This is an optimization exercise on Yosys and OpenROAD, whose aim is small area, not a production implementation. Where RTL was checked, it was by simulation tests only, not by an equivalence proof against the original. No activity file was given, so power comes from the tool's default toggle rates.

job 9582:
==> flow/design.v (excerpt) <==
module pipeline_top(
    input         clk,
    input         reset,
    output [8:0]  imem_addr,
    input  [31:0] imem_rdata,
    output [7:0]  dmem_addr,
    input  [63:0] dmem_rdata,
    output [63:0] dmem_wdata,
    output        dmem_we
    );
export LEC_CHECK = 0
export CAP_MARGIN = 20
export CORE_MARGIN = 2
export CORE_UTILIZATION = 50
export PLACE_DENSITY = 0.75
export SLEW_MARGIN = 20
create_clock -name core_clock -period 5.0 [get_ports {clk}]
standard.sh (not shown) runs the stock make flow with config.mk's settings and CLKGATE_MAP_FILE= SYNTH_SCRIPT=/design/flow/synth_recipe.tcl, a recipe that flattens the netlist after the stock synthesis.
==> flow/flow/run.sh <==
#!/bin/bash
# Standard ORFS layout (standard.sh) in two parts: after the floorplan, every
# cell is swapped to its smallest drive strength (flow/downsize.tcl), so that
# the later repair steps size up only where needed.  Ports are buffered by the
# smallest buffer and the clock tree is built from small clock buffers.
set -euo pipefail
ARGS=(BUFFER_PORTS_ARGS="-buffer_cell sky130_fd_sc_hd__buf_1"
      CTS_ARGS="-sink_clustering_enable -repair_clock_nets -dont_use_dummy_load -buf_list sky130_fd_sc_hd__clkbuf_4 -sink_clustering_size 10 -sink_clustering_max_diameter 50" )
bash standard.sh "${ARGS[@]}" floorplan > standard_floorplan.log 2>&1
DOWNSIZE_ODB=orfs/results/$FLOW_PLATFORM/pipeline_top/base/2_floorplan.odb \
  openroad -no_init -exit flow/downsize.tcl > downsize.log 2>&1
bash standard.sh "${ARGS[@]}" finish > standard_finish.log 2>&1
==> flow/flow/downsize.tcl <==
# Swap every standard cell of the synthesized netlist to the smallest drive
# strength of the same cell, before placement; the flow's own repair steps
# then size up or buffer only where slew, capacitance or timing need it.
set odb $::env(DOWNSIZE_ODB)
read_db $odb
set db [ord::get_db]
set block [ord::get_db_block]
set masters {}
foreach lib [$db getLibs] {
  foreach m [$lib getMasters] {
    dict set masters [$m getName] $m
  }
}
set n 0
foreach inst [$block getInsts] {
  set m [$inst getMaster]
  set name [$m getName]
  if {![regexp {^(sky130_fd_sc_hd__[a-z0-9]+)_([0-9]+)$} $name -> base drv]} { continue }
  if {[string match *tap* $base] || [string match *fill* $base] || [string match *decap* $base]} { continue }
  set best $m
  set best_area [expr {[$m getWidth] * [$m getHeight]}]
  dict for {cand cm} $masters {
    if {![regexp "^${base}_\[0-9\]+\$" $cand]} { continue }
    if {[string match *lpflow* $cand] || [string match *probe* $cand]} { continue }
    set a [expr {[$cm getWidth] * [$cm getHeight]}]
    if {$a < $best_area} { set best $cm; set best_area $a }
  }
  if {$best ne $m} {
    $inst swapMaster $best
    incr n
  }
}
puts "downsize: swapped $n instances"
write_db $odb
[inputs] job 136 vs job 9582
- PLACE_DENSITY removed (was 0.75)
- CORE_UTILIZATION changed from 50 to 40
--- a/flow/flow/run.sh
+++ b/flow/flow/run.sh
@@ -6,5 +6,5 @@
 set -euo pipefail
 ARGS=(BUFFER_PORTS_ARGS="-buffer_cell sky130_fd_sc_hd__buf_1"
-      CTS_ARGS="-sink_clustering_enable -repair_clock_nets -dont_use_dummy_load -buf_list sky130_fd_sc_hd__clkbuf_4 -sink_clustering_size 10 -sink_clustering_max_diameter 50" )
+      CTS_ARGS="-sink_clustering_enable -repair_clock_nets -dont_use_dummy_load -buf_list {sky130_fd_sc_hd__clkbuf_4 sky130_fd_sc_hd__clkbuf_8} -sink_clustering_size 10 -sink_clustering_max_diameter 50" )
 bash standard.sh "${ARGS[@]}" floorplan > standard_floorplan.log 2>&1
 DOWNSIZE_ODB=orfs/results/$FLOW_PLATFORM/pipeline_top/base/2_floorplan.odb \
==> comparison <==
- Timing, DRC, antenna: 0 failures across job 136 and job 9582
- Diff job 9582..job 136 | xor and xnor fraction of the mapped netlist area | unchanged
- Compared with job 9582, job 136 shows a lower register-to-register slack.
- Job 136 vs job 9582: internal portion of total power up by a little under 10%
- Between job 9582 and job 136, the final net count figures differ only marginally.
- Compared with job 9582, in job 136 relative contribution of sequential cells to total power has decreased, cell count saw an increase, share of flip-flops with an asynchronous set or reset after synthesis shows no meaningful change.
- The area growth from synthesis to layout in job 136 sits 3.0 points above the value recorded for job 9582.
Modified inputs, job 9259 compared to job 136
--- a/flow/flow/run.sh
+++ b/flow/flow/run.sh
@@ -6,5 +6,5 @@
 set -euo pipefail
 ARGS=(BUFFER_PORTS_ARGS="-buffer_cell sky130_fd_sc_hd__buf_1"
-      CTS_ARGS="-sink_clustering_enable -repair_clock_nets -dont_use_dummy_load -buf_list {sky130_fd_sc_hd__clkbuf_4 sky130_fd_sc_hd__clkbuf_8} -sink_clustering_size 10 -sink_clustering_max_diameter 50" )
+      CTS_ARGS="-sink_clustering_enable -repair_clock_nets -dont_use_dummy_load -buf_list sky130_fd_sc_hd__clkbuf_4 -sink_clustering_size 11 -sink_clustering_max_diameter 60" )
 bash standard.sh "${ARGS[@]}" floorplan > standard_floorplan.log 2>&1
 DOWNSIZE_ODB=orfs/results/$FLOW_PLATFORM/pipeline_top/base/2_floorplan.odb \
Results
Changes observed in job 9259 relative to job 136: share of layout cells above drive strength 1 decreased by 0.38 points relative to the old numbers, fraction of area in registers shows an increase of 1.5 points, final routed wirelength across all metal layers went down by about 0.8%, actual slew at the worst max-slew pin stayed essentially flat, sum of internal, switching and leakage power went down by about 7%. Final cell count across job 9259 and job 136: no real change. In the reports for job 9259 and job 136, the smaller design area belongs to job 9259. Compared job 136 against job 9259; number of buffers added to fix hold violations after cts within noise.

Setup of v31:
The RTL this note starts from:
==> flow/design.v <==
`timescale 1ns / 1ps
module pipeline_top(
    input         clk,
    input         reset,
    output [8:0]  imem_addr,
    input  [31:0] imem_rdata,
    output [7:0]  dmem_addr,
    input  [63:0] dmem_rdata,
    output [63:0] dmem_wdata,
    output        dmem_we
    );
    reg [8:0] pc;
    always @(posedge clk or posedge reset)
        if (reset) pc <= 9'd0;
        else       pc <= pc + 9'd1;
    assign imem_addr = pc;
    wire [3:0] f_op    = imem_rdata[31:28];
    wire       f_load  = (f_op == 4'b1010);
    wire       f_store = (f_op == 4'b1011);
    wire       f_wreg  = ~(f_store | (f_op == 4'b1111));
    wire [1:0] f_dst   = f_load ? imem_rdata[27:26] : imem_rdata[23:22];
    reg       d_store, d_wreg;
    reg       d_load;
    reg [1:0] d_ra, d_dst;
    reg [7:0] d_addr;
    always @(posedge clk or posedge reset)
        if (reset) begin
            d_store <= 1'b0;
            d_wreg  <= 1'b0;
        end else begin
            d_store <= f_store;
            d_wreg  <= f_wreg;
        end
    always @(posedge clk) begin
        d_load <= f_load;
        d_ra   <= imem_rdata[27:26];
        d_dst  <= f_dst;
        d_addr <= imem_rdata[21:14];
    end
    reg [63:0] r0, r1, r2, r3;
    reg [3:0]  valid;
    wire [3:0] rsel;
    assign rsel[0] = valid[0] & (d_ra == 2'd0);
    assign rsel[1] = valid[1] & (d_ra == 2'd1);
    assign rsel[2] = valid[2] & (d_ra == 2'd2);
    assign rsel[3] = valid[3] & (d_ra == 2'd3);
    wire [63:0] rdata = ({64{rsel[0]}} & r0) | ({64{rsel[1]}} & r1) |
                        ({64{rsel[2]}} & r2) | ({64{rsel[3]}} & r3);
    reg        e_store, e_wreg;
    reg        e_load;
    reg [1:0]  e_dst;
    reg [7:0]  e_addr;
    reg [63:0] e_val;
    always @(posedge clk or posedge reset)
        if (reset) begin
            e_store <= 1'b0;
            e_wreg  <= 1'b0;
        end else begin
            e_store <= d_store;
            e_wreg  <= d_wreg;
        end
    always @(posedge clk) begin
        e_load <= d_load;
        e_dst  <= d_dst;
        e_addr <= d_addr;
        e_val  <= rdata;
    end
    reg        m_store, m_wreg;
    reg        m_load;
    reg [1:0]  m_dst;
    reg [7:0]  m_addr;
    reg [63:0] m_val;
    always @(posedge clk or posedge reset)
        if (reset) begin
            m_store <= 1'b0;
            m_wreg  <= 1'b0;
        end else begin
            m_store <= e_store;
            m_wreg  <= e_wreg;
        end
    always @(posedge clk) begin
        m_load <= e_load;
        m_dst  <= e_dst;
        m_addr <= e_addr;
        m_val  <= e_val;
    end
    assign dmem_we    = m_store;
    assign dmem_addr  = m_addr;
    assign dmem_wdata = m_val;
    reg        w_wreg;
    reg [1:0]  w_dst;
    reg [63:0] w_val;
    always @(posedge clk or posedge reset)
        if (reset) w_wreg <= 1'b0;
        else       w_wreg <= m_wreg;
    always @(posedge clk) begin
        w_dst <= m_dst;
        w_val <= m_load ? dmem_rdata : m_val;
    end
    wire [3:0] we;
    assign we[0] = w_wreg & (w_dst == 2'd0);
    assign we[1] = w_wreg & (w_dst == 2'd1);
    assign we[2] = w_wreg & (w_dst == 2'd2);
    assign we[3] = w_wreg & (w_dst == 2'd3);
    always @(posedge clk or posedge reset)
        if (reset) valid <= 4'b0;
        else       valid <= valid | we;
    always @(posedge clk) begin
        if (we[0]) r0 <= w_val;
        if (we[1]) r1 <= w_val;
        if (we[2]) r2 <= w_val;
        if (we[3]) r3 <= w_val;
    end
endmodule
clock: 5.0 ns
lec_check: 0
abc_area: 1
cap_margin: 20
core_margin: 2
core_utilization: 40
slew_margin: 20
run.sh (not shown) runs the stock make flow with config.mk's settings and CLKGATE_MAP_FILE= SYNTH_SCRIPT=/design/flow/synth_recipe.tcl, a recipe that flattens the netlist after the stock synthesis.
Stock flow here: none of the scripts above is used.
## Diff of input files: v59 against v31
==> flow/flow/run.sh (new file) <==
#!/bin/bash
# Standard ORFS layout (standard.sh), with the ports buffered by the smallest
# buffer and the clock tree built from small clock buffers.
set -euo pipefail
bash standard.sh \
  BUFFER_PORTS_ARGS="-buffer_cell sky130_fd_sc_hd__buf_1" \
  CTS_ARGS="-sink_clustering_enable -repair_clock_nets -buf_list sky130_fd_sc_hd__clkbuf_4 -sink_clustering_size 10 -sink_clustering_max_diameter 50" \
  finish > standard_flow.log 2>&1
==> flow/standard.sh (new file) <==
#!/bin/bash
# synth_recipe.tcl (not shown) runs the flow's synth.tcl, then flattens the netlist and writes it again
# the make line also repeats each setting of config.mk as NAME=value (left out here)
make -C /OpenROAD-flow-scripts/flow DESIGN_CONFIG=/design/flow/config.mk WORK_HOME=/design/flow/orfs CLKGATE_MAP_FILE= SYNTH_SCRIPT=/design/flow/synth_recipe.tcl "${@:-finish}"
-- flow/config.mk --
<<< v31, line 7
export LEC_CHECK = 0
export ABC_AREA = 1
export CAP_MARGIN = 20
>>> v59, line 7
export LEC_CHECK = 0
export CAP_MARGIN = 20
removed: flow/run.sh
Results
| clock network power share | higher: v31 |. | worst path arrival time | v59 vs v31 | 1670 ps higher |. met1 usage of v59 is on par with v31. Path type of the worst min-delay path: in2reg -> v59, reg2reg -> v31. From v31 to v59 the numbers moved as follows: number of buffers other than clock buffers in the final layout +1, final setup slack of the worst path +31 ps, worst hold slack -23 ps. The lower combinational power share of v31 and v59 is in v59. Between v31 and v59, the clock latency on the worst-skew pair is higher for v59.
[inputs] v34 vs v59
==> flow/run.sh (new file) <==
#!/bin/bash
# synth_recipe.tcl (not shown) runs the flow's synth.tcl, then flattens the netlist and writes it again
# the make line also repeats each setting of config.mk as NAME=value (left out here)
make -C /OpenROAD-flow-scripts/flow DESIGN_CONFIG=/design/flow/config.mk WORK_HOME=/design/flow/orfs CLKGATE_MAP_FILE= SYNTH_SCRIPT=/design/flow/synth_recipe.tcl finish
-- flow/config.mk --
<<< v59, line 10
export CORE_UTILIZATION = 40
export SLEW_MARGIN = 20
>>> v34, line 10
export CORE_UTILIZATION = 40
export CTS_BUF_LIST = sky130_fd_sc_hd__clkbuf_8
export SLEW_MARGIN = 20
removed: flow/flow/run.sh
removed: flow/standard.sh
--- outcome ---
v34: done, clean on timing, DRC and antenna
In terms of power in sequential cells, v59 and v34 differ only marginally.
Per-cell routed wire length, v59 and v34: higher on v59
v34 vs v59: violation count after the first detailed-route iteration up in v34
Delta(final cell utilization of the core, v34 - v59) > 0
Compared with v59, v34 shows total routed wirelength that has gone up slightly.
Looking at total routing resource utilization after global routing, v34 sits above v59.
The run with more setup slack is v59; v34 has less.
## Diff of input files: v51 against v34
-- flow/config.mk --
<<< v34, line 10
export CORE_UTILIZATION = 40
export CTS_BUF_LIST = sky130_fd_sc_hd__clkbuf_8
export SLEW_MARGIN = 20
>>> v51, line 10
export CORE_UTILIZATION = 40
export CTS_BUF_LIST = sky130_fd_sc_hd__clkbuf_4
export CTS_CLUSTER_DIAMETER = 50
export CTS_CLUSTER_SIZE = 10
export SLEW_MARGIN = 20
Results
Diff v34 -> v51 | clock network fraction of design power | decrease of 11 points. Slew at the pin with the worst max-slew slack in v51 is 120 ps below v34. Delta (v51 minus v34): cell-internal power decreased by about 16% relative to the old numbers, non-clock buffer contribution to total cell area picked up an extra 0.58 points, post-layout total power decreased by about 15% relative to the old numbers, synthesized cell count held steady. NOTE post-route non-filler standard cell count v34->v51 decreased by a few percent. Relative to v34, the final cell area reported for v51 is lower. Comparing v51 and v34, clock latency of the later-clocked register in the worst-skew pair is lower on v34. Run comparison: v51 capture point of the critical path e_val[16]; v34 capture point of the critical path e_val[34]. On total length of routed wires, v34 loses to v51.
Function was not checked in any run of this note: the RTL went through the layout flow alone.

[static timing again, ports no longer ideal]
In the flow no input, the clock included, has a driving cell. The finished layouts below were timed again as built, in two steps.
Step 1 sets driving cells, clkbuf_16 on the clock port and buf_2 on the other inputs (assumed; they add their load-dependent delay and slew).
Step 2 adds t to the input delays and takes it off the output delays; t is the mean of the earliest and latest rising clock arrival at the registers after step 1. Input paths then give back, and output paths get back, about the clock's delay inside the block.
a / b / c = ideal ports / drivers / drivers and shift; a / b = the first two.
| run | t (ns) | setup WS [ns] | hold WS [ns] | worst setup path at the end |
|---|---|---|---|---|
| job 9582 | 0.722 | 2.519 / 2.477 / 2.991 | 0.287 / 0.287 / 0.287 | register to register |
| job 136 | 0.665 | 2.562 / 2.515 / 2.918 | 0.322 / 0.322 / 0.322 | register to register |
| job 9259 | 0.807 | 2.406 / 2.359 / 2.934 | 0.293 / 0.268 / 0.315 | register to register |
| v31 | 0.625 | 2.423 / 2.370 / 2.430 | 0.318 / 0.318 / 0.318 | register to register |
| v59 | 0.834 | 2.454 / 2.454 / 2.454 | 0.296 / 0.270 / 0.314 | register to register |
| v34 | 0.639 | 2.159 / 2.159 / 2.159 | 0.316 / 0.316 / 0.316 | register to register |
| v51 | 0.814 | 2.141 / 2.141 / 2.141 | 0.313 / 0.313 / 0.313 | register to register |
After both steps every run listed still meets setup and hold.
